This design comes from an exercise in tuning for a short achievable clock period and few clock cycles on the open sky130 flow, not from production work.
RTL that was checked went through simulation tests only; none was proved equivalent to the original.
No functional check of the RTL was part of run 2.
Power and IR drop assume default switching activity.

[flow/design.v]
module RISCV_TOP (
	input wire CLK,
	input wire RSTn,
	output wire I_MEM_CSN,
	input wire [31:0] I_MEM_DI, 
	output reg [11:0] I_MEM_ADDR, 
	output wire D_MEM_CSN,
	input wire [31:0] D_MEM_DI,
	output wire [31:0] D_MEM_DOUT,
	output wire [11:0] D_MEM_ADDR, 
	output wire D_MEM_WEN,
	output wire [3:0] D_MEM_BE,
	output wire RF_WE,
	output wire [4:0] RF_RA1,
	output wire [4:0] RF_RA2,
	output wire [4:0] RF_WA1,
	input wire [31:0] RF_RD1,
	input wire [31:0] RF_RD2,
	output wire [31:0] RF_WD,
	output wire HALT,                    
	output reg [31:0] NUM_INST,          
	output wire [31:0] OUTPUT_PORT       
	);
	localparam PB = 6;	 
	reg rstq;
	reg csn;
	always @(posedge CLK) begin
		rstq <= RSTn;
		csn <= ~RSTn;
	end
	assign I_MEM_CSN = csn;
	assign D_MEM_CSN = csn;
	reg [11:2] pcF;
	reg vD;
	reg [31:0] irD;
	reg [11:2] pcD, predNextD;
	reg predTD;
	reg [31:0] opA, opB, opBI, immE;
	reg selA_M, selB_M, selS_M;
	reg mEq, mNe, mLt, mGe, mLtu, mGeu;
	reg subE, arithE;
	reg [4:0] shE;
	reg selSh_M;
	reg [11:0] jrX;
	reg rAdd, rSll, rSlt, rSltu, rXor, rSr, rOr, rAnd, rLink;
	reg [2:0] f3E;
	reg [4:0] rdE;
	reg weE, ldE, stE, brE, jalE, jrE, haltE, vE;
	reg [11:2] pcE, brTgtE, fallE, fall2E, predNextE;
	reg predTE;
	reg addiE;
	reg zeroPre;
	reg [31:0] resM, stdM;
	reg [4:0] rdM;
	reg weM, ldM, nwenM, haltM, vM;
	reg redirM;
	reg [11:2] tgtM;
	reg [31:0] resW;
	reg [4:0] rdW;
	reg weW, haltW, vW;
	reg [(1<<PB)-1:0] bp_v;
	reg [1:0] bp_c [0:(1<<PB)-1];
	reg bpUpd, bpTaken, bpHit;
	reg [1:0] bpCtr;
	reg [PB+1:2] bpIdx;
	always @(posedge CLK) begin
		if (!rstq) begin
			bp_v <= {(1<<PB){1'b0}};
		end
		else begin
			if (bpUpd) begin
				bp_v[bpIdx] <= 1'b1;
				if (!bpHit)
					bp_c[bpIdx] <= bpTaken ? 2'b11 : 2'b01;
				else if (bpTaken)
					bp_c[bpIdx] <= (bpCtr == 2'b11) ? 2'b11 : bpCtr + 2'd1;
				else
					bp_c[bpIdx] <= (bpCtr == 2'b00) ? 2'b00 : bpCtr - 2'd1;
			end
		end
	end
	wire [6:0] opD = irD[6:0];
	wire [4:0] rdD = irD[11:7];
	wire [4:0] rs1D = irD[19:15];
	wire [4:0] rs2D = irD[24:20];
	wire [2:0] f3D = irD[14:12];
	wire isRD = opD == 7'b0110011;
	wire isID = opD == 7'b0010011;
	wire isLdD = opD == 7'b0000011;
	wire isStD = opD == 7'b0100011;
	wire isBrD = opD == 7'b1100011;
	wire isJalD = opD == 7'b1101111;
	wire isJalrD = opD == 7'b1100111;
	wire wrD = isRD | isID | isLdD | isJalD | isJalrD;
	wire useRs1D = isRD | isID | isLdD | isStD | isBrD | isJalrD;
	wire useRs2D = isRD | isStD | isBrD;
	wire useImmD = isID | isLdD | isStD | isJalrD;
	wire subD = (isRD & (f3D == 3'b000) & irD[30]) | ((isRD | isID) & (f3D == 3'b010 || f3D == 3'b011));
	wire shiftD = (isRD | isID) & (f3D[1:0] == 2'b01);
	wire [31:0] immD = isStD ? {{20{irD[31]}}, irD[31:25], irD[11:7]} : {{20{irD[31]}}, irD[31:20]};
	wire [11:2] tgtBD = pcD + {irD[7], irD[30:25], irD[11:9]};
	wire [11:2] tgtJD = pcD + {irD[20], irD[30:22]};
	wire redirE, skipE;
	wire [11:2] tgtE;
	wire stall = vD & ldE & weE & ((useRs1D & (rs1D == rdE)) | (useRs2D & (rs2D == rdE)));
	wire goE = RSTn & vD & ~redirM & ~redirE & ~skipE & ~stall;
	wire fuseD = vD & isBrD & ~f3D[2] & ~f3D[1] & addiE & ~selA_M &
		(((rs2D == 5'd0) & (rs1D == rdE)) | ((rs1D == 5'd0) & (rs2D == rdE)));
	wire earlyT = f3D[0] ^ zeroPre;
	wire earlyRedir = fuseD & (earlyT ^ predTD);
	wire mA_E = weE & (rdE == rs1D);
	wire mA_M = weM & (rdM == rs1D);
	wire mB_E = weE & (rdE == rs2D);
	wire mB_M = weM & (rdM == rs2D);
	wire [31:0] resWn = ldM ? D_MEM_DI : resM;
	always @(*) I_MEM_ADDR = {pcF, 2'b00};
	wire [31:0] iw = I_MEM_DI;
	wire fJal = iw[3];
	wire fBr = iw[6] & ~iw[2];
	wire fJalr = iw[6] & iw[2] & ~iw[3];
	wire [PB+1:2] fbi = pcF[PB+1:2];
	wire [1:0] fCtr = bp_c[fbi];
	wire addiOkD = vD & isID & (f3D == 3'b000) & (rdD != 5'd0) & ~mA_E & ~mA_M;
	wire fFuse = addiOkD & (iw[14:13] == 2'b00) & (iw[24:20] == 5'd0) & (iw[19:15] == rdD);
	wire [31:0] immID = {{20{irD[31]}}, irD[31:20]};
	wire zeroF, zeroFW;
	sumzero zf (.a(RF_RD1), .b(immID), .z(zeroF));
	sumzero zw (.a(resWn), .b(immID), .z(zeroFW));
	wire fBrT = fFuse ? (iw[12] ^ zeroF) : ((rstq & bp_v[fbi]) ? fCtr[1] : iw[31]);
	wire dLink = vD & (isJalD | isJalrD) & (rdD != 5'd0);
	wire fLnk = dLink & (rdD == iw[19:15]);
	wire [11:2] fTJ = pcF + {iw[20], iw[30:22]};
	wire [11:2] fTB = pcF + {iw[7], iw[30:25], iw[11:9]};
	wire [11:2] fTR = pcD + 10'd1 + iw[31:22];
	wire fTake = fJal | (fBr & fBrT) | (fJalr & fLnk);
	wire [11:2] fTgt = fJal ? fTJ : (fBr ? fTB : fTR);
	wire [11:2] nextF = fTake ? fTgt : pcF + 10'd1;
	wire lateE = redirE & ~redirM;
	wire lateD = earlyRedir & ~redirM;
	wire [11:2] valD = earlyT ? tgtBD : pcD + 10'd1;
	always @(posedge CLK) begin
		if (!RSTn) begin
			pcF <= 10'b0;
			vD <= 1'b0;
		end
		else if (lateE) begin
			pcF <= tgtE;
			vD <= 1'b0;
		end
		else if (lateD) begin
			pcF <= valD;
			vD <= 1'b0;
		end
		else if (redirM) begin
			pcF <= tgtM;
			vD <= 1'b0;
		end
		else if (!stall) begin
			pcF <= nextF;
			vD <= 1'b1;
		end
	end
	always @(posedge CLK) begin
		if (!stall) begin
			irD <= iw;
			pcD <= pcF;
			predTD <= fBr & fBrT;
			predNextD <= nextF;
		end
	end
	always @(posedge CLK) begin
		opA <= mA_M ? resWn : RF_RD1;
		opB <= mB_M ? resWn : RF_RD2;
		opBI <= (useImmD ? immD : (mB_M ? resWn : RF_RD2)) ^ {32{subD}};
		shE <= shiftD ? (useImmD ? immD[4:0] : (mB_M ? resWn[4:0] : RF_RD2[4:0])) : 5'd0;
		selSh_M <= shiftD & ~useImmD & mB_E;
		jrX <= {predNextD, 2'b00} - immD[11:0];
		immE <= immD;
		selA_M <= mA_E;
		selB_M <= ~useImmD & mB_E;
		selS_M <= mB_E;
		mEq <= goE & isBrD & ~fuseD & (((f3D == 3'b000) & ~predTD) | ((f3D == 3'b001) & predTD));
		mNe <= goE & isBrD & ~fuseD & (((f3D == 3'b001) & ~predTD) | ((f3D == 3'b000) & predTD));
		mLt <= goE & isBrD & ~fuseD & (((f3D == 3'b100) & ~predTD) | ((f3D == 3'b101) & predTD));
		mGe <= goE & isBrD & ~fuseD & (((f3D == 3'b101) & ~predTD) | ((f3D == 3'b100) & predTD));
		mLtu <= goE & isBrD & ~fuseD & (((f3D == 3'b110) & ~predTD) | ((f3D == 3'b111) & predTD));
		mGeu <= goE & isBrD & ~fuseD & (((f3D == 3'b111) & ~predTD) | ((f3D == 3'b110) & predTD));
		subE <= subD;
		arithE <= irD[30];
		rAdd <= ((isRD | isID) & (f3D == 3'b000)) | isLdD | isStD;
		rSll <= (isRD | isID) & (f3D == 3'b001);
		rSlt <= (isRD | isID) & (f3D == 3'b010);
		rSltu <= (isRD | isID) & (f3D == 3'b011);
		rXor <= (isRD | isID) & (f3D == 3'b100);
		rSr <= (isRD | isID) & (f3D == 3'b101);
		rOr <= (isRD | isID) & (f3D == 3'b110);
		rAnd <= (isRD | isID) & (f3D == 3'b111);
		rLink <= isJalD | isJalrD;
		f3E <= f3D;
		rdE <= rdD;
		pcE <= pcD;
		brTgtE <= isJalD ? tgtJD : tgtBD;
		fallE <= pcD + 10'd1;
		fall2E <= pcD + 10'd2;
		predNextE <= predNextD;
		predTE <= fuseD ? earlyT : predTD;
		zeroPre <= mA_M ? zeroFW : zeroF;
	end
	always @(posedge CLK) begin
		if (!RSTn) begin
			vE <= 1'b0;
			weE <= 1'b0;
			ldE <= 1'b0;
			stE <= 1'b0;
			brE <= 1'b0;
			jalE <= 1'b0;
			jrE <= 1'b0;
			haltE <= 1'b0;
			addiE <= 1'b0;
		end
		else begin
			vE <= goE;
			weE <= goE & wrD & (rdD != 5'd0);
			ldE <= goE & isLdD;
			stE <= goE & isStD;
			brE <= goE & isBrD;
			jalE <= goE & isJalD;
			jrE <= goE & isJalrD;
			haltE <= goE & (irD == 32'h00008067);
			addiE <= goE & isID & (f3D == 3'b000) & (rdD != 5'd0);
		end
	end
	wire [31:0] A = selA_M ? resM : opA;
	wire [31:0] B = selB_M ? (resM ^ {32{subE}}) : opBI;
	wire [4:0] shamt = selSh_M ? resM[4:0] : shE;
	wire [31:0] S = selS_M ? resM : opB;
	wire [32:0] sum = {1'b0, A} + {1'b0, B} + {32'b0, subE};
	wire ltu = ~sum[32];
	wire lt = (A[31] == B[31]) ? A[31] : sum[31];
	wire signed [31:0] sraV = $signed(A) >>> shamt;
	wire [31:0] srlV = A >> shamt;
	wire [31:0] srv = arithE ? sraV : srlV;
	wire [12:2] linkE = {1'b0, pcE} + 11'd1;
	wire [31:0] res =
		({32{rAdd}} & sum[31:0]) |
		({32{rSll}} & (A << shamt)) |
		({32{rSlt}} & {31'b0, lt}) |
		({32{rSltu}} & {31'b0, ltu}) |
		({32{rXor}} & (A ^ B)) |
		({32{rSr}} & srv) |
		({32{rOr}} & (A | B)) |
		({32{rAnd}} & (A & B)) |
		({32{rLink}} & {19'b0, linkE, 2'b00});
	wire eqRR, ltRR, ltuRR, eqMR, ltMR, ltuMR, eqRM, ltRM, ltuRM;
	cmp32 cRR (.a(opA), .b(opB), .eq(eqRR), .lt(ltRR), .ltu(ltuRR));
	cmp32 cMR (.a(resM), .b(opB), .eq(eqMR), .lt(ltMR), .ltu(ltuMR));
	cmp32 cRM (.a(opA), .b(resM), .eq(eqRM), .lt(ltRM), .ltu(ltuRM));
	wire cmpEq = selA_M ? (selS_M | eqMR) : (selS_M ? eqRM : eqRR);
	wire cmpLt = selA_M ? (~selS_M & ltMR) : (selS_M ? ltRM : ltRR);
	wire cmpLtu = selA_M ? (~selS_M & ltuMR) : (selS_M ? ltuRM : ltuRR);
	reg taken;
	always @(*) begin
		case (f3E)
			3'b000: taken = cmpEq;
			3'b001: taken = ~cmpEq;
			3'b100: taken = cmpLt;
			3'b101: taken = ~cmpLt;
			3'b110: taken = cmpLtu;
			3'b111: taken = ~cmpLtu;
			default: taken = 1'b0;
		endcase
	end
	wire brMiss = (mEq & cmpEq) | (mNe & ~cmpEq) | (mLt & cmpLt) | (mGe & ~cmpLt) | (mLtu & cmpLtu) | (mGeu & ~cmpLtu);
	wire skipOK = ~predTE & (pcF == brTgtE);
	assign skipE = brMiss & skipOK;
	assign redirE = brMiss & ~skipOK;
	assign tgtE = predTE ? fallE : brTgtE;
	wire [11:0] jrSum = A[11:0] + immE[11:0];
	wire [11:2] jrTgt = jrSum[11:2];
	always @(posedge CLK) begin
		redirM <= RSTn & ~redirM & ((jrE & ~(selA_M ? (resM[11:0] == jrX) : (opA[11:0] == jrX))) | (jalE & (brTgtE != predNextE)));
		tgtM <= jrE ? jrTgt : brTgtE;
	end
	wire [PB+1:2] ebi = pcE[PB+1:2];
	always @(posedge CLK) begin
		bpUpd <= brE & ~redirM;
		bpIdx <= ebi;
		bpTaken <= taken;
		bpHit <= bp_v[ebi];
		bpCtr <= bp_c[ebi];
	end
	always @(posedge CLK) begin
		resM <= res;
		stdM <= S;
		rdM <= rdE;
		ldM <= ldE;
	end
	always @(posedge CLK) begin
		if (!RSTn) begin
			weM <= 1'b0;
			nwenM <= 1'b1;
			haltM <= 1'b0;
			vM <= 1'b0;
		end
		else begin
			weM <= weE & ~redirM;
			nwenM <= ~(stE & ~redirM);
			haltM <= haltE & ~redirM & (A == 32'd12);
			vM <= vE & ~redirM;
		end
	end
	assign D_MEM_ADDR = resM[11:0];
	assign D_MEM_DOUT = stdM;
	assign D_MEM_WEN = nwenM;
	assign D_MEM_BE = 4'b1111;
	always @(posedge CLK) begin
		resW <= resWn;
		rdW <= rdM;
	end
	always @(posedge CLK) begin
		if (!RSTn) begin
			weW <= 1'b0;
			haltW <= 1'b0;
			vW <= 1'b0;
		end
		else begin
			weW <= weM;
			haltW <= haltM;
			vW <= vM;
		end
	end
	assign RF_RA1 = rs1D;
	assign RF_RA2 = rs2D;
	assign RF_WE = weW;
	assign RF_WA1 = rdW;
	assign RF_WD = resW;
	assign OUTPUT_PORT = resW;
	assign HALT = haltW;
	always @(posedge CLK) begin
		if (!rstq) NUM_INST <= 32'b0;
		else NUM_INST <= NUM_INST + {31'b0, vW};
	end
endmodule
module cmp32 (
	input wire [31:0] a,
	input wire [31:0] b,
	output wire eq,
	output wire lt,
	output wire ltu
	);
	wire [30:0] g0 = ~a[30:0] & b[30:0];
	wire [30:0] e0 = ~(a[30:0] ^ b[30:0]);
	wire [15:0] g1, e1;
	wire [7:0] g2, e2;
	wire [3:0] g3, e3;
	wire [1:0] g4, e4;
	genvar i;
	generate
		for (i = 0; i < 15; i = i + 1) begin : l1
			assign g1[i] = g0[2*i+1] | (e0[2*i+1] & g0[2*i]);
			assign e1[i] = e0[2*i+1] & e0[2*i];
		end
		assign g1[15] = g0[30];
		assign e1[15] = e0[30];
		for (i = 0; i < 8; i = i + 1) begin : l2
			assign g2[i] = g1[2*i+1] | (e1[2*i+1] & g1[2*i]);
			assign e2[i] = e1[2*i+1] & e1[2*i];
		end
		for (i = 0; i < 4; i = i + 1) begin : l3
			assign g3[i] = g2[2*i+1] | (e2[2*i+1] & g2[2*i]);
			assign e3[i] = e2[2*i+1] & e2[2*i];
		end
		for (i = 0; i < 2; i = i + 1) begin : l4
			assign g4[i] = g3[2*i+1] | (e3[2*i+1] & g3[2*i]);
			assign e4[i] = e3[2*i+1] & e3[2*i];
		end
	endgenerate
	wire gLo = g4[1] | (e4[1] & g4[0]);
	wire eLo = e4[1] & e4[0];
	wire eHi = ~(a[31] ^ b[31]);
	assign eq = eHi & eLo;
	assign ltu = (~a[31] & b[31]) | (eHi & gLo);
	assign lt = (a[31] & ~b[31]) | (eHi & gLo);
endmodule
module sumzero (
	input wire [31:0] a,
	input wire [31:0] b,
	output wire z
	);
	wire [31:0] x = a ^ b;
	wire [31:0] o = a | b;
	assign z = ~x[0] & (x[31:1] == o[30:0]);
endmodule
[flow/flow/run.sh]
#!/bin/bash
set -o pipefail
bash standard.sh SETUP_SLACK_MARGIN=7.0 TNS_END_PERCENT=100 finish > standard_flow.log 2>&1
[flow/standard.sh]
#!/bin/bash
# synth_recipe.tcl (not shown) runs the flow's synth.tcl, then flattens the netlist and writes it again
# the make line also repeats each setting of config.mk as NAME=value (left out here)
make -C /OpenROAD-flow-scripts/flow DESIGN_CONFIG=/design/flow/config.mk WORK_HOME=/design/flow/orfs CLKGATE_MAP_FILE= SYNTH_SCRIPT=/design/flow/synth_recipe.tcl "${@:-finish}"
[flow/config.mk]
export PLATFORM = sky130hd
export DESIGN_NAME = RISCV_TOP
export DESIGN_NICKNAME = RISCV_TOP
export VERILOG_FILES = /design/flow/design.v
export SDC_FILE = /design/flow/constraint.sdc
export NUM_CORES = 4
export LEC_CHECK = 0
export CAP_MARGIN = 20
export CORE_MARGIN = 2
export CORE_UTILIZATION = 55
export SLEW_MARGIN = 20
[flow/constraint.sdc]
create_clock -name core_clock -period 10.0 [get_ports {CLK}]
set_input_delay 2.0000 -clock core_clock [delete_from_list [all_inputs] [get_ports {CLK}]]
set_output_delay 2.0000 -clock core_clock [all_outputs]
set_load 0.01 [all_outputs]
==> results of run 1 <==
-- routing by layer --
layer | track usage [%] | part of all wire, %
met3 | 8.18 | 8.8
met5 | 0 | 0.016
met1 | 47.9 | 37
met2 | 66.4 | 47
met4 | 25.1 | 7.6
-- flip-flops by register name, summed over array words and instances, names as in the netlist, 11 cells and up, named ones only --
register,flops
immE,11
resM,32
jrX,12
bp_c,128
opBI,32
opA,32
stdM,32
opB,32
irD,32
NUM_INST,32
bp_v,64
resW,32
-- layout make-up --
type                            count  area, sq um  share of cell area, %
Antenna cell                        1         2.50                0.00493
Clock buffer                      109         2100                   4.13
Clock inverter                     28          372                  0.732
Inverter                          269         1070                   2.12
Multi-Input combinational cell   2895        24600                   48.5
Sequential cell                   635        14900                   29.3
Tap cell                          940         1180                   2.32
Timing Repair Buffer              673         6570                   12.9
-- Yosys cell counts (40+ instances only) --
| cell | count |
|---|---|
| a211oi_1 | 42 |
| a21o_1 | 41 |
| a21oi_1 | 277 |
| and2_1 | 48 |
| buf_4 | 63 |
| clkbuf_1 | 154 |
| dfxtp_1 | 454 |
| edfxtp_1 | 181 |
| ha_1 | 288 |
| inv_1 | 267 |
| mux2_2 | 89 |
| mux2i_1 | 138 |
| mux4_2 | 92 |
| nand2_1 | 277 |
| nand3_1 | 88 |
| nand4_1 | 56 |
| nor2_1 | 407 |
| nor3_1 | 40 |
| nor4_1 | 40 |
| o211ai_1 | 40 |
| o21a_1 | 74 |
| o21ai_0 | 151 |
| xnor2_1 | 251 |
| xor2_1 | 73 |
-- power by group through the flow --
stage,clock [mW],combinational (mW),sequential (mW)
detailed placement,0,1.59,3.16
floorplan,0,1.14,3.02
global placement,0,1.57,3.16
finish,2.76,2.00,3.10
CTS,2.78,1.86,3.10
global route,2.89,2.13,3.11
-- worst max-delay path by stage --
stage / cells after the start / endpoint / slack, ps
2_1_floorplan: 13 / flop / 5650
3_3_place_gp: 13 / pcF[9] / 4070
3_5_place_dp: 13 / pcF[9] / 4030
4_1_cts: 16 / pcF[10] / 5850
5_1_grt: 16 / pcF[10] / 5640
6_report: 16 / pcF[10] / 5760
-- kinds of logic after synthesis --
| group | share of synthesized area, % |
|---|---|
| buf+inv | 5.99 |
| xor+xnor | 7.37 |
| flops | 37.7 |
| fa+ha+maj | 9.75 |
| other cells | 0.0195 |
| compound gates | 14.2 |
| simple gates | 13.3 |
| mux | 11.6 |
-- worst max-delay path, delay by kind of cell --
kind                       cells  cell delay, ps
xor gates and xnor gates       2             270
adders and majority gates      1             200
buffers and inverters          5             640
AOI/OAI and AO/OA              3             570
and+or+nand+nor                4             870
muxes                          1             240
-- what timing repair did --
| item | in CTS | in global routing |
|---|---|---|
| setup endpoints to repair | 266 | 284 |
| pin swaps | 132 | 95 |
| setup buffers | 243 | 71 |
| hold endpoints to repair | 0 | 0 |
| gates cloned | 7 | 3 |
| resized for setup | 1515 | 186 |
==> impl_results.md, run 1 <==
* Result of the run: no timing/DRC/antenna violations
* Number of vias per cell after detailed routing at 6.26
* Crit. Startpoint: RF_RD1[30]
* Clock-pin slew of the registers on the worst-case setup and hold paths at 60 ps
* Port bufs at 299
* IO Pins at 306
* Maximum capacitance violations at 0
* Worst path slowest cell: nor4_2
* Pins Over Slew Limit at 0
* First-pass iteration count of the detailed router at 9
* Drt drc at 0
* Vias in the first global route at 33.5k
* Final number of hold-violating endpoints at 0
* Routed WL per cell at 27.0 um
* Number of H-tree levels at 3
* Count of endpoints failing setup in the final report at 0
* Relative slew margins at 26.3%
* Switching power as a share of total power at 31.7%
* Setup CP Type: in -> reg
* Cell Rows at 97
* P_leak at 20.5 nW
* Number of flops mapped to enable cells by yosys at 181
* Worst setup EP type: flop
* Hold Slack at 374 ps
* Global-route usage over all layers at 40.1%
* Pin count of the biggest net entering global routing at 89
* Total vias in the final route at 34.7k
* Number of cells on the worst reg-to-reg path at 16
* First-pass GRT wire length at 215 mm
* Critical path arrival at 4790 ps
* Number of library cell types mapped by synthesis at 92
* Total negative slack at 0 ps
* Post-route non-filler standard cell count at 5,550
* Mean post-synth cell area at 9.47 sq um
* Largest area contributor in the synthesized netlist: dfxtp_1
* Leading cell types in the layout, fill and taps excluded: nor2_1, dfxtp_1, buf_4, nand2_1, a21oi_1
* Final Core Density at 72.9%
* CP Max Fanout at 8
* Area enclosed by the die boundary at 72,200 sq um
* Worst reg2reg endpoint: pcF[10]
* Die width at 269 um
* Number of buffers added to fix hold violations after cts at 0
* Share of total power in the clock network at 35.2%
* Share of cells above drive strength 1 at 31.2%
* Power density normalized to cell area at 155 nW/um^2
* Part of the Yosys area used for sequential elements at 37.7%
* Post-synthesis sequential element count at 635
* Worst Max-Slew Pin Slew at 1110 ps
* Most used cell along the critical path: buf_12
* FILL cells at 5,126
* Start of the worst register-to-register path: irD[31]
* Area of the core region at 69,700 sq um
* Total design power at 7.86 mW
* Clock sink count at 635
* Place WS at 4030 ps
* CTS tree: done
* Initial Utilization at 55.3%
* Predominant post-synthesis flop cell: dfxtp_1
* Kind of start point of the critical path: primary input
* Int Power at 5.37 mW
* Post-detailed-routing wire length at 150 mm
* Mapped cell area at 38,500 sq um
* Number of cells after detailed placement at 5,087
* HPWL after detailed placement at 102 mm
* Post-DRT Antenna Nets at 0
* Final setup margin at 5760 ps
* Total CTS buffers at 74
* Area share of the largest cell type after synthesis at 23.6%
* Part of the cycle the worst path needs at 42.4%
* Latest clock arrival within the worst-skew pair at 660 ps
* Final worst clock skew at 36.1 ps
* Placer congestion estimate at 0.997
* Initial antenna violation count at 4
* Clock Path Buffers at 3
* Leftover overflow at the end of global routing at 0
* Cell at the root of the clock tree: clkbuf_16
* Setup repair after global routing missed its margin: yes
* Switching power at 2.49 mW
* Worst hold path type: reg -> reg
* Number of cells produced by synthesis at 4,065
* Initial DRC Count at 3,715
* Fraction of power consumed by combinational cells at 25.5%
* Final standard cell area without fillers at 50,800 sq um
* Register-to-Register Setup Slack at 5890 ps
* Placed cell areas at 42,700 sq um
* Signed area change from the synthesized netlist to the final layout at 31.8%
* Peak supply drop at 0.156 mV
* Layout Nets at 4,973
* Leading cell type in the layout, fill and taps excluded: nor2_1
* Hold Startpoint: stE
* Largest cells by area after synthesis: dfxtp_1, edfxtp_1, ha_1, xnor2_1, mux4_2
* Max frequency at 236 MHz
* Async set or reset register ratio after synthesis at 0%
* Worst EP required at 10,550 ps
* Biggest cell delay along the critical path at 330 ps
* Register share of total power at 39.4%
* Depth of the worst hold-timing path at 1
* YS warnings at 1
* CP Cell Sequence: buf_8 > inv_4 > ha_4 > xnor2_2 > nor4_2 > nand4_1 > nor4_4 > buf_6 > xnor2_4 > nor3_4 > a211oi_4 > buf_12 > buf_12 > mux2i_4 > a221oi_2 > a211oi_1
* Period minus WS final at 4240 ps
* Worst Hold End: nwenM
* Die height at 269 um
Testbench counts, summed over its fixed seeds: cycles 44,553.
==> run 2, diff against run 1 <==
--- a/flow/design.v
+++ b/flow/design.v
@@ -120,13 +120,7 @@
 	wire fJalr = iw[6] & iw[2] & ~iw[3];
 	wire [PB+1:2] fbi = pcF[PB+1:2];
 	wire [1:0] fCtr = bp_c[fbi];
-	wire addiOkD = vD & isID & (f3D == 3'b000) & (rdD != 5'd0) & ~mA_E & ~mA_M;
-	wire fFuse = addiOkD & (iw[14:13] == 2'b00) & (iw[24:20] == 5'd0) & (iw[19:15] == rdD);
-	wire [31:0] immID = {{20{irD[31]}}, irD[31:20]};
-	wire zeroF, zeroFW;
-	sumzero zf (.a(RF_RD1), .b(immID), .z(zeroF));
-	sumzero zw (.a(resWn), .b(immID), .z(zeroFW));
-	wire fBrT = fFuse ? (iw[12] ^ zeroF) : ((rstq & bp_v[fbi]) ? fCtr[1] : iw[31]);
+	wire fBrT = (rstq & bp_v[fbi]) ? fCtr[1] : iw[31];
 	wire dLink = vD & (isJalD | isJalrD) & (rdD != 5'd0);
 	wire fLnk = dLink & (rdD == iw[19:15]);
 	wire [11:2] fTJ = pcF + {iw[20], iw[30:22]};
@@ -204,7 +198,7 @@
 		fall2E <= pcD + 10'd2;
 		predNextE <= predNextD;
 		predTE <= fuseD ? earlyT : predTD;
-		zeroPre <= mA_M ? zeroFW : zeroF;
+		zeroPre <= ((mA_M ? resWn : RF_RD1) == 32'd0 - immD);
 	end
 	always @(posedge CLK) begin
 		if (!RSTn) begin
@@ -382,12 +376,3 @@
 	assign ltu = (~a[31] & b[31]) | (eHi & gLo);
 	assign lt = (a[31] & ~b[31]) | (eHi & gLo);
 endmodule
-module sumzero (
-	input wire [31:0] a,
-	input wire [31:0] b,
-	output wire z
-	);
-	wire [31:0] x = a ^ b;
-	wire [31:0] o = a | b;
-	assign z = ~x[0] & (x[31:1] == o[30:0]);
-endmodule
==> flow/flow/run.sh (replaced) <==
#!/bin/bash
set -o pipefail
export BUFFER_PORTS_ARGS="-buffer_cell sky130_fd_sc_hd__buf_4"
export MATCH_CELL_FOOTPRINT=0
bash standard.sh SETUP_SLACK_MARGIN=7.0 TNS_END_PERCENT=100 MATCH_CELL_FOOTPRINT=0 \
	"BUFFER_PORTS_ARGS=-buffer_cell sky130_fd_sc_hd__buf_4" finish > standard_flow.log 2>&1
==> run 2 against run 1 <==
  * Critical path type is now reg -> reg
  * Setup slack improved by 210 ps
  * Still clean
  * Largest cell class unchanged
  * Area after synthesis decreased by 2.3%
  * Register-to-register slack improved by 80 ps
  * Final cell count decreased by 3.9%
  * Hold slack improved by 9.5 ps
  * Die area decreased by 2.2%
  * Final area decreased by 6.2%
  * Synthesized cell count decreased by 1.7%
  * Critical endpoint is now pcF[4]
==> impl_results.md, run 2 <==
* Number of cells on the worst reg-to-reg path at 15 (was 16)
* Mean post-synth cell area at 9.42 sq um (was 9.47 sq um)
* Post-detailed-routing wire length at 135 mm (was 150 mm)
* CTS tree: done (unchanged)
* Largest area contributor in the synthesized netlist: dfxtp_1 (unchanged)
* Setup CP Type: reg -> reg (was in -> reg)
* Pins Over Slew Limit at 0 (unchanged)
* Area of the core region at 67,500 sq um (was 69,700 sq um)
* Number of library cell types mapped by synthesis at 89 (was 92)
* Worst EP required at 10,510 ps (was 10,550 ps)
* Global-route usage over all layers at 36.8% (was 40.1%)
* Hold Startpoint: rdM[2] (was stE)
* Number of flops mapped to enable cells by yosys at 181 (unchanged)
* Kind of start point of the critical path: flop (was primary input)
* Vias in the first global route at 32.2k (was 33.5k)
* Period minus WS final at 4030 ps (was 4240 ps)
* Port bufs at 299 (unchanged)
* Int Power at 5.07 mW (was 5.37 mW)
* Most numerous cell types in the synthesized netlist: dfxtp_1, nor2_1, a21oi_1 (was dfxtp_1, nor2_1, ha_1)
* Share of total power in the clock network at 36.3% (was 35.2%)
* First-pass iteration count of the detailed router at 5 (was 9)
* YS warnings at 1 (unchanged)
* Final number of hold-violating endpoints at 0 (unchanged)
* Die height at 266 um (was 269 um)
* Maximum capacitance violations at 0 (unchanged)
* Leading cell type in the layout, fill and taps excluded: nor2_1 (unchanged)
* Largest register FFs at 128 (unchanged)
* Cell Rows at 95 (was 97)
* Relative slew margins at 29.6% (was 26.3%)
* Number of vias per cell after detailed routing at 6.22 (was 6.26)
* Share of cells above drive strength 1 at 30.4% (was 31.2%)
* Switching power as a share of total power at 30.7% (was 31.7%)
* Switching power at 2.25 mW (was 2.49 mW)
* Worst setup EP type: flop (unchanged)
* Number of cells produced by synthesis at 3,997 (was 4,065)
* Critical path arrival at 4540 ps (was 4790 ps)
* Complex-gate fraction of the synthesized area at 14.9% (was 14.2%)
* Async set or reset register ratio after synthesis at 0% (unchanged)
* Result of the run: no timing/DRC/antenna violations (unchanged)
* Number of H-tree levels at 3 (unchanged)
* Part of the Yosys area used for sequential elements at 38.6% (was 37.7%)
* Post-DRT Antenna Nets at 0 (unchanged)
* Total CTS buffers at 71 (was 74)
* Power density normalized to cell area at 154 nW/um^2 (was 155 nW/um^2)
* Area share of the largest cell type after synthesis at 24.1% (was 23.6%)
* Die width at 266 um (was 269 um)
* Post-synthesis sequential element count at 635 (unchanged)
* Leftover overflow at the end of global routing at 0 (unchanged)
* Post-synthesis xor/xnor area fraction at 6.23% (was 7.37%)
* Routed WL per cell at 25.4 um (was 27.0 um)
* Mapped cell area at 37,600 sq um (was 38,500 sq um)
* Part of the cycle the worst path needs at 40.3% (was 42.4%)
* Leading cell types in the layout, fill and taps excluded: nor2_1, buf_4, dfxtp_1, nand2_1, a21oi_1 (was nor2_1, dfxtp_1, buf_4, nand2_1, a21oi_1)
* Final worst clock skew at 27.8 ps (was 36.1 ps)
* Clock-pin slew of the registers on the worst-case setup and hold paths at 60 ps (about the same)
* Largest family of logic cells by synthesized area: compound AO/OA/AOI/OAI gates (unchanged)
* Peak supply drop at 0.204 mV (was 0.156 mV)
* Largest cells by area after synthesis: dfxtp_1, edfxtp_1, ha_1, mux4_2, xnor2_1 (was dfxtp_1, edfxtp_1, ha_1, xnor2_1, mux4_2)
* Count leader, synth: dfxtp_1 (unchanged)
* Initial DRC Count at 3,280 (was 3,715)
* Max frequency at 248 MHz (was 236 MHz)
* Count of endpoints failing setup in the final report at 0 (unchanged)
* Register with the most flip-flops: bp_c (unchanged)
* Post-synthesis adder-cell area fraction at 7.91% (was 9.75%)
* IO Pins at 306 (unchanged)
* CP Max Fanout at 6 (was 8)
* Layout Nets at 4,760 (was 4,973)
* Clock sink count at 635 (unchanged)
* Fraction of power consumed by combinational cells at 22.4% (was 25.5%)
* Worst Max-Slew Pin Slew at 1050 ps (was 1110 ps)
* Signed area change from the synthesized netlist to the final layout at 26.6% (was 31.8%)
* Cell at the root of the clock tree: clkbuf_16 (unchanged)
* Latest clock arrival within the worst-skew pair at 640 ps (was 660 ps)
* P_leak at 19.2 nW (was 20.5 nW)
* Post-synthesis share of cell area spent on and, or, nand and nor gates at 13.9% (was 13.3%)
* Clock Path Buffers at 3 (unchanged)
* Total vias in the final route at 33.1k (was 34.7k)
* Predominant post-synthesis flop cell: dfxtp_1 (unchanged)
* First-pass GRT wire length at 198 mm (was 215 mm)
* Largest registers in the final layout: bp_c: 128 flops, bp_v: 64 flops (unchanged)
* Worst hold path type: reg -> reg (unchanged)
* Area enclosed by the die boundary at 70,500 sq um (was 72,200 sq um)
* Pin count of the biggest net entering global routing at 65 (was 89)
* Start of the worst register-to-register path: opA[15] (was irD[31])
* Multiplexer area fraction after synthesis at 12.8% (was 11.6%)
* Initial antenna violation count at 3 (was 4)
* Worst reg2reg endpoint: pcF[4] (was pcF[10])
* FILL cells at 5,128 (was 5,126)
* Total negative slack at 0 ps (unchanged)
* Crit. Startpoint: opA[15] (was RF_RD1[30])
* Register share of total power at 41.3% (was 39.4%)
* Register-to-Register Setup Slack at 5970 ps (was 5890 ps)
* Initial Utilization at 55.7% (was 55.3%)
* Setup repair after global routing missed its margin: yes (unchanged)
* HPWL after detailed placement at 93.2 mm (was 102 mm)
* Placer congestion estimate at 1.01 (was 0.997)
* Drt drc at 0 (unchanged)
* Total design power at 7.32 mW (was 7.86 mW)
* Worst setup path endpoint: pcF[4] (was pcF[10])
[run 2: changes by cell type after synthesis, sizes merged, moves of 12 or more]
cell / previous run / this run
a211oi: 44 / 26
a21oi: 277 / 307
a31oi: 16 / 31
ha: 288 / 226
inv: 269 / 230
mux2: 90 / 103
mux2i: 139 / 157
nand2: 278 / 299
nor2: 408 / 380
nor2b: 25 / 56
nor4: 42 / 30
o21a: 74 / 59
o21ai: 159 / 195
xnor2: 251 / 197
[run 2: power groups by stage]
stage          combinational, mW  clock [mW]  sequential, mW
4_1_cts                     1.53        2.67            3.02
3_5_place_dp                1.34           0            3.08
5_1_grt                     1.75        2.77            3.03
3_3_place_gp                1.34           0            3.08
6_report                    1.64        2.66            3.02
2_1_floorplan              0.991           0            2.97
[run 2: kinds of logic after synthesis]
logic type / Yosys count
adder cells (fa/ha/maj): 234
buffers and inverters: 498
multiplexers: 352
XOR/XNOR: 266
AND/OR/NAND/NOR: 1118
AO/OA/AOI/OAI: 892
other: 2
flip-flops: 635
[run 2: worst max-delay path: stages, from the launching register on]
cell and delay [ps]:
dfxtp_1 490, inv_1 110, ha_1 310, nand4_1 240, nor4_4 420, nand2_1 130, a311oi_1 310, nor3_1 150
o41ai_4 280, buf_4 190, mux2i_4 320, a211oi_4 100, buf_6 190, buf_4 130, a211o_1 220, a32o_2 280
[run 2: final cells by class]
type / count / area, sq um / area share [%]
multi-input cells: 2870 / 23000 / 48.2
repair buffers: 588 / 5550 / 11.6
clock buffers: 94 / 1920 / 4.04
well taps: 873 / 1090 / 2.29
inverters: 231 / 891 / 1.87
flip-flops and latches: 635 / 14800 / 31.1
diodes: 4 / 10.0 / 0.0210
clock inverters: 36 / 412 / 0.864
[run 2: stage by stage]
| step | utilization, % | hold WS (ps) | worst slack, ps | cells | area (sq um) |
|---|---|---|---|---|---|
| 6_report | 70.6 | 383 | 5970 | 5331 | 47600 |
| 5_1_grt | 70.5 | 384 | 5940 | 5328 | 47600 |
| 4_1_cts | 68.6 | 379 | 6100 | 5244 | 46300 |
| 3_5_place_dp | 60.1 | 367 | 5510 | 4951 | 40600 |
| 3_3_place_gp | 60.1 | 368 | 5560 | 4951 | 40600 |
| 2_1_floorplan | - | 329 | 5840 | 4001 | 38200 |
[run 2: worst min path at each step]
| stage | to | depth (start not counted) | slack [ps] |
|---|---|---|---|
| finish | rdW[2] | 0 | 380 |
| global route | ldM | 0 | 380 |
| CTS | ldM | 0 | 380 |
| detailed placement | ldM | 0 | 370 |
| global placement | ldM | 0 | 370 |
| floorplan | bpIdx[5] | 0 | 330 |
[run 2: what timing repair did]
| item | CTS | global route |
|---|---|---|
| hold buffers | 0 | 0 |
| endpoints found under the setup margin | 284 | 264 |
| buffers inserted | 157 | 78 |
| pin swaps | 102 | 66 |
| cloned | 6 | 5 |
| gates resized for setup | 569 | 141 |
[run 2: per-layer routing]
| metal | GRT usage [%] | up-vias | part of all wire, % |
|---|---|---|---|
| met5 | 0 | - | 0 |
| met3 | 5.66 | 439 | 7.6 |
| met2 | 61.5 | 1663 | 47 |
| met4 | 20.6 | 0 | 6.8 |
| met1 | 45.7 | 16000 | 38 |
| li1 | - | 15100 | - |
==> run 3, diff against run 2 <==
--- a/flow/design.v
+++ b/flow/design.v
@@ -100,10 +100,8 @@
 	wire [31:0] immD = isStD ? {{20{irD[31]}}, irD[31:25], irD[11:7]} : {{20{irD[31]}}, irD[31:20]};
 	wire [11:2] tgtBD = pcD + {irD[7], irD[30:25], irD[11:9]};
 	wire [11:2] tgtJD = pcD + {irD[20], irD[30:22]};
-	wire redirE, skipE;
-	wire [11:2] tgtE;
 	wire stall = vD & ldE & weE & ((useRs1D & (rs1D == rdE)) | (useRs2D & (rs2D == rdE)));
-	wire goE = RSTn & vD & ~redirM & ~redirE & ~skipE & ~stall;
+	wire goE = RSTn & vD & ~redirM & ~stall;
 	wire fuseD = vD & isBrD & ~f3D[2] & ~f3D[1] & addiE & ~selA_M &
 		(((rs2D == 5'd0) & (rs1D == rdE)) | ((rs1D == 5'd0) & (rs2D == rdE)));
 	wire earlyT = f3D[0] ^ zeroPre;
@@ -129,7 +127,6 @@
 	wire fTake = fJal | (fBr & fBrT) | (fJalr & fLnk);
 	wire [11:2] fTgt = fJal ? fTJ : (fBr ? fTB : fTR);
 	wire [11:2] nextF = fTake ? fTgt : pcF + 10'd1;
-	wire lateE = redirE & ~redirM;
 	wire lateD = earlyRedir & ~redirM;
 	wire [11:2] valD = earlyT ? tgtBD : pcD + 10'd1;
 	always @(posedge CLK) begin
@@ -137,10 +134,6 @@
 			pcF <= 10'b0;
 			vD <= 1'b0;
 		end
-		else if (lateE) begin
-			pcF <= tgtE;
-			vD <= 1'b0;
-		end
 		else if (lateD) begin
 			pcF <= valD;
 			vD <= 1'b0;
@@ -265,15 +258,11 @@
 		endcase
 	end
 	wire brMiss = (mEq & cmpEq) | (mNe & ~cmpEq) | (mLt & cmpLt) | (mGe & ~cmpLt) | (mLtu & cmpLtu) | (mGeu & ~cmpLtu);
-	wire skipOK = ~predTE & (pcF == brTgtE);
-	assign skipE = brMiss & skipOK;
-	assign redirE = brMiss & ~skipOK;
-	assign tgtE = predTE ? fallE : brTgtE;
 	wire [11:0] jrSum = A[11:0] + immE[11:0];
 	wire [11:2] jrTgt = jrSum[11:2];
 	always @(posedge CLK) begin
-		redirM <= RSTn & ~redirM & ((jrE & ~(selA_M ? (resM[11:0] == jrX) : (opA[11:0] == jrX))) | (jalE & (brTgtE != predNextE)));
-		tgtM <= jrE ? jrTgt : brTgtE;
+		redirM <= RSTn & ~redirM & (brMiss | (jrE & ~(selA_M ? (resM[11:0] == jrX) : (opA[11:0] == jrX))) | (jalE & (brTgtE != predNextE)));
+		tgtM <= jrE ? jrTgt : ((brE & predTE) ? fallE : brTgtE);
 	end
 	wire [PB+1:2] ebi = pcE[PB+1:2];
 	always @(posedge CLK) begin
==> flow/flow/run.sh (replaced) <==
#!/bin/bash
set -o pipefail
export BUFFER_PORTS_ARGS="-buffer_cell sky130_fd_sc_hd__buf_4"
export MATCH_CELL_FOOTPRINT=0
bash standard.sh SETUP_SLACK_MARGIN=6.4 TNS_END_PERCENT=100 MATCH_CELL_FOOTPRINT=0 \
	"BUFFER_PORTS_ARGS=-buffer_cell sky130_fd_sc_hd__buf_4" finish > standard_flow.log 2>&1
==> run 3 against run 2 <==
  * Combinational power is 7% lower
  * Area after synthesis is 1.0% lower
  * Sequential share of layout area is 2.1 points higher
  * Setup slack better by 410 ps
  * Via count is 5.2% lower
  * Core utilization is 5.1 points lower
  * Final area is 7.8% lower
  * Total power is 0.26% higher
  * Flip-flop and latch count stayed put
  * Routed wire length is 4.3% lower
  * Synthesized cell count is 3.2% lower
  * Largest power group unchanged
  * Critical path depth is 6 lower
==> impl_results.md, run 3 <==
* Result of the run: no timing/DRC/antenna violations (unchanged)
* Part of the cycle the worst path needs at 36.2% (was 40.3%)
* CP Max Fanout at 33 (was 6)
* First-pass GRT wire length at 191 mm (was 198 mm)
* Most used cell along the critical path: o21ai_1 (was buf_4)
* Relative slew margins at 31.7% (was 29.6%)
* Worst path slowest cell: mux2_4 (was dfxtp_1)
* Worst hold path type: reg -> reg (unchanged)
* YS warnings at 1 (unchanged)
* Share of cells above drive strength 1 at 21.3% (was 30.4%)
* Peak supply drop at 0.137 mV (was 0.204 mV)
* Cell at the root of the clock tree: clkbuf_16 (unchanged)
* Post-route non-filler standard cell count at 5,019 (was 5,331)
* Count of endpoints failing setup in the final report at 0 (unchanged)
* Async set or reset register ratio after synthesis at 0% (unchanged)
* Port bufs at 299 (unchanged)
* Signed area change from the synthesized netlist to the final layout at 18.0% (was 26.6%)
* Final worst clock skew at 24.3 ps (was 27.8 ps)
* Initial DRC Count at 2,606 (was 3,280)
* Number of flops mapped to enable cells by yosys at 181 (unchanged)
* Kind of start point of the critical path: flop (unchanged)
* Area of the core region at 67,200 sq um (was 67,500 sq um)
* P_leak at 17.8 nW (was 19.2 nW)
* Number of library cell types mapped by synthesis at 84 (was 89)
* Largest area contributor in the synthesized netlist: dfxtp_1 (unchanged)
* Final number of hold-violating endpoints at 0 (unchanged)
* Total negative slack at 0 ps (unchanged)
* Total CTS buffers at 71 (unchanged)
* Setup CP Type: reg -> reg (unchanged)
* Antenna cells at 0 (was 4)
* Count leader, synth: dfxtp_1 (unchanged)
* Largest cells by area after synthesis: dfxtp_1, edfxtp_1, ha_1, mux2i_1, mux4_2 (was dfxtp_1, edfxtp_1, ha_1, mux4_2, xnor2_1)
* Die width at 264 um (was 266 um)
* Leftover overflow at the end of global routing at 0 (unchanged)
* HPWL after detailed placement at 95.6 mm (was 93.2 mm)
* Met3 track utilization from global routing at 5.34% (was 5.66%)
* Worst EP required at 10,520 ps (was 10,510 ps)
* Number of cells produced by synthesis at 3,868 (was 3,997)
* Leading cell type in the layout, fill and taps excluded: dfxtp_1 (was nor2_1)
* Most numerous cell types in the synthesized netlist: dfxtp_1, nor2_1, nand2_1 (was dfxtp_1, nor2_1, a21oi_1)
* Predominant post-synthesis flop cell: dfxtp_1 (unchanged)
* Clock-pin slew of the registers on the worst-case setup and hold paths at 60 ps (about the same)
* Cell class contributing the biggest share of worst-path delay: compound AO/OA/AOI/OAI gates (unchanged)
* Number of cells after detailed placement at 4,819 (was 4,951)
* Vias in the first global route at 30.9k (was 32.2k)
* Area enclosed by the die boundary at 69,800 sq um (was 70,500 sq um)
* Largest registers in the final layout: bp_c: 128 flops, bp_v: 64 flops (unchanged)
* First-pass iteration count of the detailed router at 6 (was 5)
* Layer with the highest usage: met2 (unchanged)
* Period minus WS final at 3620 ps (was 4030 ps)
* Register with the most flip-flops: bp_c (unchanged)
* Worst Max-Slew Pin Slew at 1020 ps (was 1050 ps)
* Area used by multi-input combinational logic at 21,600 sq um (was 23,000 sq um)
* Max frequency at 276 MHz (was 248 MHz)
* Clock sink count at 635 (unchanged)
* Met2 Use GR at 62.0% (was 61.5%)
* Global-route usage over all layers at 36.0% (was 36.8%)
* Crit path buf inv count at 0 (was 4)
* Final Core Density at 65.4% (was 70.6%)
* Maximum capacitance violations at 0 (unchanged)
* Storage element area at 14,600 sq um (was 14,800 sq um)
* Biggest cell delay along the critical path at 650 ps (was 490 ps)
* Setup repair after global routing missed its margin: yes (unchanged)
* CTS tree: done (unchanged)
* Placer congestion estimate at 1.03 (was 1.01)
* Number of H-tree levels at 3 (unchanged)
* IO Pins at 306 (unchanged)
* Number of vias per cell after detailed routing at 6.26 (was 6.22)
* Leading cell types in the layout, fill and taps excluded: dfxtp_1, buf_4, nor2_1, nand2_1, inv_1 (was nor2_1, buf_4, dfxtp_1, nand2_1, a21oi_1)
* Clock Path Buffers at 3 (unchanged)
* Routed WL per cell at 25.8 um (was 25.4 um)
* Post-DRT Antenna Nets at 0 (unchanged)
* GR Layer Usage met1 at 43.2% (was 45.7%)
* Mean post-synth cell area at 9.63 sq um (was 9.42 sq um)
* Initial Utilization at 55.5% (was 55.7%)
* FILL cells at 5,448 (was 5,128)
* Part of the Yosys area used for sequential elements at 39.0% (was 38.6%)
* Total vias in the final route at 31.4k (was 33.1k)
* Drt drc at 0 (unchanged)
* CP Cell Sequence: mux2_4 > mux2i_1 > nand2_1 > o21ai_1 > o21ai_1 > o21ai_0 > nand2b_1 > a31oi_1 > o311ai_1 (was inv_1 > ha_1 > nand4_1 > nor4_4 > nand2_1 > a311oi_1 > nor3_1 > o41ai_4 > buf_4 > mux2i_4 > a211oi_4 > buf_6 > buf_4 > a211o_1 > a32o_2)
* Mapped cell area at 37,300 sq um (was 37,600 sq um)
* Initial antenna violation count at 1 (was 3)
* Post-synthesis sequential element count at 635 (unchanged)
* Post-detailed-routing wire length at 129 mm (was 135 mm)
* Pins Over Slew Limit at 0 (unchanged)
* Largest register FFs at 128 (unchanged)
* Layout Nets at 4,451 (was 4,760)
* Cell Rows at 95 (unchanged)
* Power density normalized to cell area at 167 nW/um^2 (was 154 nW/um^2)
* Latest clock arrival within the worst-skew pair at 630 ps (was 640 ps)
* Area share of the largest cell type after synthesis at 24.4% (was 24.1%)
* Pin count of the biggest net entering global routing at 71 (was 65)
* Number of buffers added to fix hold violations after cts at 0 (unchanged)
* Worst setup EP type: flop (unchanged)
* Critical path arrival at 4140 ps (was 4540 ps)
* Die height at 264 um (was 266 um)
-- run 3: cell types whose count changed in the layout (fill, tap and decap cells not counted), sizes merged, moves of 10 or more --
cell,change
o21ai,-17
inv,+22
a211oi,+17
nand2,-37
buf,-179
mux2,-19
a22oi,-10
nor2,-29
o21a,+17
xnor2,-13
mux2i,+51
nor2b,-25
nand2b,-11
a21oi,-58
-- run 3: power breakdown --
group	total (mW)	switching, mW	internal, mW	leakage [nW]
combinational	1.52	0.854	0.669	11.0
clock	2.75	1.14	1.61	1.20
sequential	3.06	0.216	2.85	5.67
total	7.34	2.21	5.13	17.8
-- run 3: final cells by class --
cell class / instances / share of cell area, %
Multi-Input combinational cell: 2727 / 49.2
Sequential cell: 635 / 33.1
Timing Repair Buffer: 406 / 7.51
Clock buffer: 95 / 4.57
Tap cell: 873 / 2.49
Inverter: 247 / 2.13
Clock inverter: 36 / 1.00
-- run 3: stage by stage --
stage | setup slack, ps | hold WS (ps) | power [mW] | instance area [sq um]
finish | 6380 | 366 | 7.34 | 43900
global route | 6280 | 368 | 7.60 | 43900
detailed placement | 5020 | 349 | 4.52 | 39900
CTS | 6320 | 364 | 7.27 | 43000
floorplan | 6130 | 325 | 4.04 | 37400
global placement | 5080 | 350 | 4.49 | 39900
-- run 3: worst register-to-register path, stage by stage, from the launching register on --
cell and delay [ps]:
dfxtp_2 580, mux2_4 650, mux2i_1 490, nand2_1 90, o21ai_1 440, o21ai_1 390
o21ai_0 500, nand2b_1 180, a31oi_1 90, o311ai_1 110
-- run 3: cells by family (layout without fill, tap and decap cells) --
| group | Yosys count | after routing | share of synthesized area [%] |
|---|---|---|---|
| mux | 389 | 389 | 14.1 |
| flops | 635 | 635 | 39.0 |
| fa+ha+maj | 234 | 234 | 7.99 |
| compound gates | 840 | 840 | 14.5 |
| other cells | 2 | 6 | 0.0202 |
| simple gates | 1003 | 1004 | 12.5 |
| xor+xnor | 254 | 254 | 5.97 |
| buf+inv | 511 | 784 | 5.97 |
-- run 3: path summary, 6_finish.rpt --
path | start | cells after the start | endpoint | slack [ps]
setup / recovery | selSh_M | 9 | resM[30] | 6380
hold / removal | ldE | 0 | ldM | 370
setup reg to reg | selSh_M | 9 | resM[30] | 6380
hold reg to reg | ldE | 0 | ldM | 370
-- run 3: metal layers --
layer	vias up	share of wire, %
met5	-	0
met4	0	6.5
met3	398	7.1
met2	1522	49
met1	15200	38
li1	14300	-
-- run 3: timing repair --
action,4_1_cts,5_1_grt
setup endpoints to repair,70,53
gates resized for setup,97,127
endpoints found under the hold margin,0,0
buffers inserted,20,42
pin swaps,5,29
gates cloned,2,5
Testbench counts of run 3, summed over its fixed seeds: cycles 46,499.
==> run 4, diff against run 3 <==
==> flow/flow/run.sh (replaced) <==
#!/bin/bash
set -o pipefail
export BUFFER_PORTS_ARGS="-buffer_cell sky130_fd_sc_hd__buf_4"
export MATCH_CELL_FOOTPRINT=0
bash standard.sh SETUP_SLACK_MARGIN=7.0 TNS_END_PERCENT=100 MATCH_CELL_FOOTPRINT=0 \
	"BUFFER_PORTS_ARGS=-buffer_cell sky130_fd_sc_hd__buf_4" finish > standard_flow.log 2>&1
==> run 4 against run 3 <==
  * Still clean on timing, DRC and antenna
  * Final cell count up 4.8%
  * Routed wire length is 8.9% higher
  * Total power increased by 3.1%
  * Sequential share of layout area shrank 2.5 points
  * Non-clock buffer count rose by 239
  * Combinational power grew 22%
  * Register-to-register slack improved by 110 ps
  * Area after synthesis unchanged
  * Setup slack improved by 100 ps
  * Maximum frequency rose by 2.9%
  * Critical endpoint is now zeroPre
  * Highest routed layer is now met5
==> impl_results.md, run 4 <==
* Most numerous cell types in the synthesized netlist: dfxtp_1, nor2_1, nand2_1 (unchanged)
* Vias in the first global route at 33.0k (was 30.9k)
* Share of cells above drive strength 1 at 34.1% (was 21.3%)
* Mean post-synth cell area at 9.63 sq um (unchanged)
* Crit. Startpoint: D_MEM_DI[12] (was selSh_M)
* Largest register FFs at 128 (unchanged)
* Max frequency at 284 MHz (was 276 MHz)
* Number of flops mapped to enable cells by yosys at 181 (unchanged)
* Number of vias per cell after detailed routing at 6.35 (was 6.26)
* Cell at the root of the clock tree: clkbuf_16 (unchanged)
* P_leak at 19.5 nW (was 17.8 nW)
* Hold Slack at 340 ps (was 366 ps)
* First-pass iteration count of the detailed router at 6 (unchanged)
* Global-route usage over all layers at 38.5% (was 36.0%)
* Pins Over Slew Limit at 0 (unchanged)
* FILL cells at 4,753 (was 5,448)
* Largest cells by area after synthesis: dfxtp_1, edfxtp_1, ha_1, mux2i_1, mux4_2 (unchanged)
* Largest registers in the final layout: bp_c: 128 flops, bp_v: 64 flops (unchanged)
* Initial Utilization at 55.5% (unchanged)
* Result of the run: no timing/DRC/antenna violations (unchanged)
* Total vias in the final route at 33.4k (was 31.4k)
* Cell Rows at 95 (unchanged)
* Setup repair after global routing missed its margin: yes (unchanged)
* Relative slew margins at 27.9% (was 31.7%)
* Area of the core region at 67,200 sq um (unchanged)
* Final number of hold-violating endpoints at 0 (unchanged)
* Part of the cycle the worst path needs at 35.2% (was 36.2%)
* Total CTS buffers at 70 (was 71)
* Total negative slack at 0 ps (unchanged)
* Leading cell types in the layout, fill and taps excluded: buf_4, nor2_1, dfxtp_1, nand2_1, inv_1 (was dfxtp_1, buf_4, nor2_1, nand2_1, inv_1)
* YS warnings at 1 (unchanged)
* Setup CP Type: in -> reg (was reg -> reg)
* Number of H-tree levels at 3 (unchanged)
* Initial antenna violation count at 4 (was 1)
* Die width at 264 um (unchanged)
* Worst setup EP type: flop (unchanged)
* Initial DRC Count at 3,351 (was 2,606)
* Kind of start point of the critical path: primary input (was flop)
* Count of endpoints failing setup in the final report at 0 (unchanged)
* Critical path arrival at 4040 ps (was 4140 ps)
* HPWL after detailed placement at 95.6 mm (about the same)
* Signed area change from the synthesized netlist to the final layout at 30.4% (was 18.0%)
* Part of the Yosys area used for sequential elements at 39.0% (unchanged)
* Number of cells produced by synthesis at 3,868 (unchanged)
* Period minus WS final at 3520 ps (was 3620 ps)
* Post-route non-filler standard cell count at 5,260 (was 5,019)
* Placed cell areas at 40,200 sq um (was 39,900 sq um)
* Post-DRT Antenna Nets at 0 (unchanged)
* Leading cell type in the layout, fill and taps excluded: buf_4 (was dfxtp_1)
* First-pass GRT wire length at 204 mm (was 191 mm)
* Post-detailed-routing wire length at 141 mm (was 129 mm)
* Post-synthesis sequential element count at 635 (unchanged)
* Worst EP required at 10,530 ps (was 10,520 ps)
* Maximum capacitance violations at 0 (unchanged)
* Die height at 264 um (unchanged)
* Mapped cell area at 37,300 sq um (unchanged)
* Number of library cell types mapped by synthesis at 84 (unchanged)
* Number of buffers added to fix hold violations after cts at 0 (unchanged)
* Power density normalized to cell area at 156 nW/um^2 (was 167 nW/um^2)
* Latest clock arrival within the worst-skew pair at 640 ps (was 630 ps)
* Final Core Density at 72.3% (was 65.4%)
* CP Max Fanout at 3 (was 33)
* Total design power at 7.57 mW (was 7.34 mW)
* Predominant post-synthesis flop cell: dfxtp_1 (unchanged)
* Final worst clock skew at 32.6 ps (was 24.3 ps)
* Number of cells after detailed placement at 4,820 (was 4,819)
* Final setup margin at 6480 ps (was 6380 ps)
* Final standard cell area without fillers at 48,600 sq um (was 43,900 sq um)
* Start of the worst register-to-register path: pcF[2] (was selSh_M)
* Placer congestion estimate at 1.00 (was 1.03)
* Peak supply drop at 0.154 mV (was 0.137 mV)
* Leftover overflow at the end of global routing at 0 (unchanged)
* Clock-pin slew of the registers on the worst-case setup and hold paths at 60 ps (about the same)
* IO Pins at 306 (unchanged)
* Count leader, synth: dfxtp_1 (unchanged)
* Drt drc at 0 (unchanged)
* Layout Nets at 4,694 (was 4,451)
* Hold Startpoint: ldE (unchanged)
* Port bufs at 299 (unchanged)
* Async set or reset register ratio after synthesis at 0% (unchanged)
* Place WS at 5270 ps (was 5020 ps)
* Clock sink count at 635 (unchanged)
* Pin count of the biggest net entering global routing at 100 (was 71)
* Worst hold path type: reg -> reg (unchanged)
* Area share of the largest cell type after synthesis at 24.4% (unchanged)
* Largest area contributor in the synthesized netlist: dfxtp_1 (unchanged)
* Clock Path Buffers at 3 (unchanged)
* Routed WL per cell at 26.8 um (was 25.8 um)
* Area enclosed by the die boundary at 69,800 sq um (unchanged)
* CTS tree: done (unchanged)
* Register with the most flip-flops: bp_c (unchanged)
* Worst Max-Slew Pin Slew at 1080 ps (was 1020 ps)
## run 4: cell counts after synthesis
Identical to the previous run, type by type.
## run 4: cells by family after synthesis
logic type      Yosys count  share of synthesized area, %
fa+ha+maj               234                          7.99
flops                   635                          39.0
xor+xnor                254                          5.97
mux                     389                          14.1
compound gates          840                          14.5
other cells               2                        0.0202
simple gates           1003                          12.5
buf+inv                 511                          5.97
## run 4: routing by layer
metal,vias to the layer above,part of all wire (%),global-route usage [%]
li1,14800,-,-
met1,16200,37,45.2
met2,1837,48,64.1
met3,596,7.5,7.35
met4,4,8.0,26.4
met5,-,0.023,0
## run 4: path summary, 6_finish.rpt
path,to,slack [ps],cells after the start
hold / removal,ldM,340,0
setup reg to reg,pcF[6],6490,12
setup / recovery,zeroPre,6480,9
hold reg to reg,ldM,340,0
## run 4: area by class of cell
type,instances,area [sq um],area share (%)
timing repair inverter,1,7.51,0.0155
timing repair buffer,645,6130,12.6
clock inverter,26,308,0.634
clock buffer,101,2020,4.16
antenna,1,2.50,0.00515
multi-input combinational,2731,23200,47.7
inverter,247,951,1.96
sequential,635,14900,30.6
tap,873,1090,2.25
## run 4: power by group
group          internal [mW]  switching [mW]  total (mW)  leakage (nW)
Sequential              2.85           0.221        3.07          5.74
Combinational          0.875           0.983        1.86          12.7
Clock                   1.52            1.12        2.64          1.14
## run 4: critical path, cell delays in order
cell,delay [ps]
buf_4,110
nand2_1,120
o21ai_0,210
mux2i_1,330
nand4_1,150
or3_1,410
nor3_4,260
o2111ai_1,170
a2111oi_2,280
## run 4: repair_timing
item / 4_1_cts / 5_1_grt
cloned: 13 / 5
buffers inserted: 199 / 95
pin swaps: 119 / 123
gates resized for setup: 654 / 265
setup endpoints to repair: 345 / 342
==> run 5, diff against run 4 <==
--- a/flow/config.mk
+++ b/flow/config.mk
@@ -7,5 +7,5 @@
 export LEC_CHECK = 0
 export CAP_MARGIN = 20
 export CORE_MARGIN = 2
-export CORE_UTILIZATION = 55
+export CORE_UTILIZATION = 65
 export SLEW_MARGIN = 20
==> run 5 against run 4 <==
  * The run now fails in 5_1_grt
  * Synthesized cell count did not move
  * Area after synthesis unchanged
==> impl_results.md, run 5 <==
* Result of the run: stopped before the end (was no timing/DRC/antenna violations)
* Exit stage: 5_1_grt
* Halt Reason: [ERROR GRT-0232] Routing congestion too high. Check the congestion heatmap in the GUI.
* Most numerous cell types in the synthesized netlist: dfxtp_1, nor2_1, nand2_1 (unchanged)
* Placer congestion estimate at 1.07 (was 1.00)
* Number of library cell types mapped by synthesis at 84 (unchanged)
* Largest cells by area after synthesis: dfxtp_1, edfxtp_1, ha_1, mux2i_1, mux4_2 (unchanged)
* HPWL after detailed placement at 96.3 mm (was 95.6 mm)
* YS warnings at 1 (unchanged)
* Number of H-tree levels at 3 (unchanged)
* IO Pins at 306 (unchanged)
* Mean post-synth cell area at 9.63 sq um (unchanged)
* Predominant post-synthesis flop cell: dfxtp_1 (unchanged)
* Async set or reset register ratio after synthesis at 0% (unchanged)
* Global-route usage over all layers at 86.5%
* Port bufs at 299 (unchanged)
* Pin count of the biggest net entering global routing at 87
* Leftover overflow at the end of global routing at 721
* Cell at the root of the clock tree: clkbuf_16 (unchanged)
* Cell Rows at 87 (was 95)
* Die height at 243 um (was 264 um)
* Number of cells produced by synthesis at 3,868 (unchanged)
* Count leader, synth: dfxtp_1 (unchanged)
* Area share of the largest cell type after synthesis at 24.4% (unchanged)
* Part of the Yosys area used for sequential elements at 39.0% (unchanged)
* Total CTS buffers at 67 (was 70)
* Clock Path Buffers at 3 (unchanged)
* Initial Utilization at 65.9% (was 55.5%)
* Clock sink count at 635 (unchanged)
* Die width at 243 um (was 264 um)
* Largest area contributor in the synthesized netlist: dfxtp_1 (unchanged)
* Post-synthesis sequential element count at 635 (unchanged)
* Number of flops mapped to enable cells by yosys at 181 (unchanged)
* Mapped cell area at 37,300 sq um (unchanged)
==> run 5: worst max path at each step <==
| stage | cells past startpoint | slack [ps] | endpoint | from |
|---|---|---|---|---|
| floorplan | 10 | 6130 | pcF[9] | I_MEM_DI[23] |
| global placement | 10 | 4980 | zeroPre | irD[4] |
| detailed placement | 10 | 4870 | zeroPre | irD[4] |
| CTS | 11 | 6510 | pcF[9] | I_MEM_DI[23] |
==> run 5: routing by layer <==
layer,global-route usage (%),overflow
met1,86.3,24
met2,98.7,409
met3,74.8,42
met4,87.5,240
met5,50.2,6
==> run 5: power groups by stage <==
stage	Sequential, mW	Combinational (mW)	Clock, mW
floorplan	3.01	1.05	0
global placement	3.13	1.33	0
detailed placement	3.14	1.39	0
CTS	3.09	1.66	2.58
==> run 5: kinds of logic after synthesis <==
family | share of synthesized area (%)
flip-flops | 39.0
buffers and inverters | 5.97
XOR/XNOR | 5.97
adder cells (fa/ha/maj) | 7.99
multiplexers | 14.1
AND/OR/NAND/NOR | 12.5
AO/OA/AOI/OAI | 14.5
other | 0.0202
==> run 5: metrics by stage <==
stage	worst slack, ps	util [%]	std cells	instance area, sq um
after floorplan	6130	-	3872	37800
after global placement	4980	70.7	4697	40000
after detailed placement	4870	70.7	4697	40000
after CTS	6510	82.6	5036	46600
==> run 5: what timing repair did <==
item                                    CTS
hold buffers                              0
gates resized for setup                 710
pin swaps                               116
hold endpoints to repair                  0
setup buffers                           207
cloned                                   11
endpoints found under the setup margin  343

[re-timing with driven ports]
How much do the figures lean on ideal ports? The routed layouts below were timed once more, with nothing changed but the port constraints.
Step 1, drivers: a clkbuf_16 drives CLK and a buf_2 each remaining input, both assumed.
Step 2, shift: input delay + t, output delay - t, t = (earliest + latest rising clock arrival at the registers) / 2. This alone moves slack from input paths to output paths.
a / b / c = no drivers / after step 1 / after step 2; a / b = the first two.
| run | t, ns | setup WS [ns] | worst data-port slew with drivers (ns) |
|---|---|---|---|
| run 1 | 0.708 | 5.762 / 5.775 / 5.067 | 0.09 |
| run 2 | 0.697 | 5.967 / 5.967 / 5.453 | 0.08 |
| run 3 | 0.680 | 6.380 / 6.329 / 5.732 | 0.08 |
| run 4 | 0.692 | 6.483 / 6.489 / 5.827 | 0.07 |
After both steps every run listed still meets setup and hold. For run 1, which loses most, drivers alone change the setup slack by +0.013 ns; drivers and shift together by -0.695 ns.
